This is an optimization exercise on Yosys and OpenROAD, whose aim is small area, not a production implementation.
In this exercise RTL edits were held to simulation tests only and were not proved equivalent to the original.
Power figures rest on the tool's default switching activity, not on a simulated workload.

==> v20: inputs <==
// LCDI
module LCDI 
(
    input wire clk,
    input wire rst_n,
    input wire [8-1:0] data0_in,
    input wire [8-1:0] data1_in,
    input wire [8-1:0] data2_in,
    output wire [8-1:0] data0_out,
    output wire [8-1:0] data1_out,
    output wire [8-1:0] data2_out,
    output wire [8-1:0] data3_out,
    input wire frame_start,
    output reg frame_end,
    output reg line_end,
    output reg data_out_valid,
    output reg data_in_valid,
    input wire data_in_ready
);
==> flow/config.mk <==
export PLATFORM = sky130hd
export DESIGN_NAME = LCDI
export DESIGN_NICKNAME = LCDI
export VERILOG_FILES = /design/flow/design.v
export SDC_FILE = /design/flow/constraint.sdc
export NUM_CORES = 4
export LEC_CHECK = 0
export ABC_AREA = 1
export CAP_MARGIN = 10
export CORE_MARGIN = 2
export CORE_UTILIZATION = 40
export CTS_BUF_LIST = sky130_fd_sc_hd__clkbuf_8
export CTS_CLUSTER_SIZE = 24
export SLEW_MARGIN = 10
export SYNTH_HIERARCHICAL = 1
export SYNTH_MEMORY_MAX_BITS = 65536
==> flow/constraint.sdc <==
create_clock -name core_clock -period 10.0 [get_ports {clk}]
set_input_delay 2.0000 -clock core_clock [delete_from_list [all_inputs] [get_ports {clk}]]
set_output_delay 2.0000 -clock core_clock [all_outputs]
set_load 0.01 [all_outputs]
standard.sh (not shown) runs the stock make flow with config.mk's settings and CLKGATE_MAP_FILE= SYNTH_SCRIPT=/design/flow/synth_recipe.tcl, a recipe that flattens the netlist after the stock synthesis.
==> flow/flow/run.sh <==
#!/bin/bash
# Layout flow: the standard flow (standard.sh, all steps), with one change:
# the ABC script used for the area-oriented technology mapping in synthesis
# (ABC_AREA 1) is flow/abc_area.script instead of ORFS's abc_area.script.
# Everything else, including the registers synthesis makes, is unchanged.
set -e
rm -rf scripts_abc
cp -r "$FLOW_HOME/scripts" scripts_abc
cp flow/abc_area.script scripts_abc/abc_area.script
export SCRIPTS_DIR="$PWD/scripts_abc"
bash standard.sh > standard_flow.log 2>&1
==> flow/flow/abc_area.script <==
strash
&get -n
&st
&synch2
&nf -R 1000
&put
==> inputs of v6, as changes to v20 <==
--- a/flow/config.mk
+++ b/flow/config.mk
@@ -7,10 +7,10 @@
 export LEC_CHECK = 0
 export ABC_AREA = 1
-export CAP_MARGIN = 10
+export CAP_MARGIN = 20
 export CORE_MARGIN = 2
-export CORE_UTILIZATION = 40
+export CORE_UTILIZATION = 55
 export CTS_BUF_LIST = sky130_fd_sc_hd__clkbuf_8
 export CTS_CLUSTER_SIZE = 24
-export SLEW_MARGIN = 10
+export SLEW_MARGIN = 20
 export SYNTH_HIERARCHICAL = 1
 export SYNTH_MEMORY_MAX_BITS = 65536
==> inputs of v32, as changes to v20 <==
--- a/flow/config.mk
+++ b/flow/config.mk
@@ -7,10 +7,10 @@
 export LEC_CHECK = 0
 export ABC_AREA = 1
-export CAP_MARGIN = 10
+export CAP_MARGIN = 20
 export CORE_MARGIN = 2
-export CORE_UTILIZATION = 40
+export CORE_UTILIZATION = 70
 export CTS_BUF_LIST = sky130_fd_sc_hd__clkbuf_8
 export CTS_CLUSTER_SIZE = 24
-export SLEW_MARGIN = 10
+export SLEW_MARGIN = 20
 export SYNTH_HIERARCHICAL = 1
 export SYNTH_MEMORY_MAX_BITS = 65536
==> comparison <==
- Clock power: v6 is smaller than v20 (about 4%).
- Via count: v6 is larger than v20 (about 8%).
- In v20 the die area is larger than in v6, by 37%.
- Of v20 and v6, v20 has the higher final area (gap about 2.6%, measured against v6).
- Synthesized cell count is the same in v6 and v20.
- v32 stopped in global routing (5_1_grt) with GRT-0116. v20 produced a clean layout. v6 ran to the end with no violations.
==> figures <==
quantity	v20	v6	v32
Fraction of area in registers	0.213	0.219	-
Final standard cell count with taps included and fillers excluded	5443	5043	-
Worst hold-check slack	413 ps	417 ps	-
Non-clock buffer count in the final layout	345	278	-
Internal reg-to-reg setup slack	1040 ps	620 ps	-
Status	no timing/DRC/antenna violations	no timing/DRC/antenna violations	stopped before the end
Stage where the flow stopped	-	-	global routing (5_1_grt)
Total number of H-tree levels	3	3	2
Worst hold start	rw1[19]$_DFFE_PP_	rw1[1]$_DFFE_PP_	-
Total placed instance area	41400 um^2	40400 um^2	39700 um^2
TritonCTS Buffers	68	66	58
Source of the critical timing path	rcB0[0]$_DFF_P_	q0[2]$_DFF_P_	-
Antenna violation net count after detailed routing	0	0	-

==> static timing again, ports no longer ideal <==
How much do the figures lean on ideal ports? The routed layouts below were timed once more, with nothing changed but the port constraints. Step 1: set_driving_cell puts a clkbuf_16 on clk and a buf_2 on each other input, an assumption about the parent block. Step 2 adds t to the input delays and takes it off the output delays; t is the mean of the earliest and latest rising clock arrival at the registers after step 1. Input paths then give back, and output paths get back, about the clock's delay inside the block. Three values: ideal ports, drivers, drivers and shift; two values: the first two.
run | t, ns | slack for setup (ns) | latest minus earliest clock arrival (ns) | worst register clock-pin slew, ns | pins driven straight from the clock port
v20 | 0.738 | 1.042 / 1.042 / 1.042 | 0.074 / 0.073 | 0.07 / 0.07 | 1
v6 | 0.724 | 0.620 / 0.620 / 0.620 | 0.047 / 0.047 | 0.10 / 0.10 | 1
After both steps every run listed still meets setup and hold.
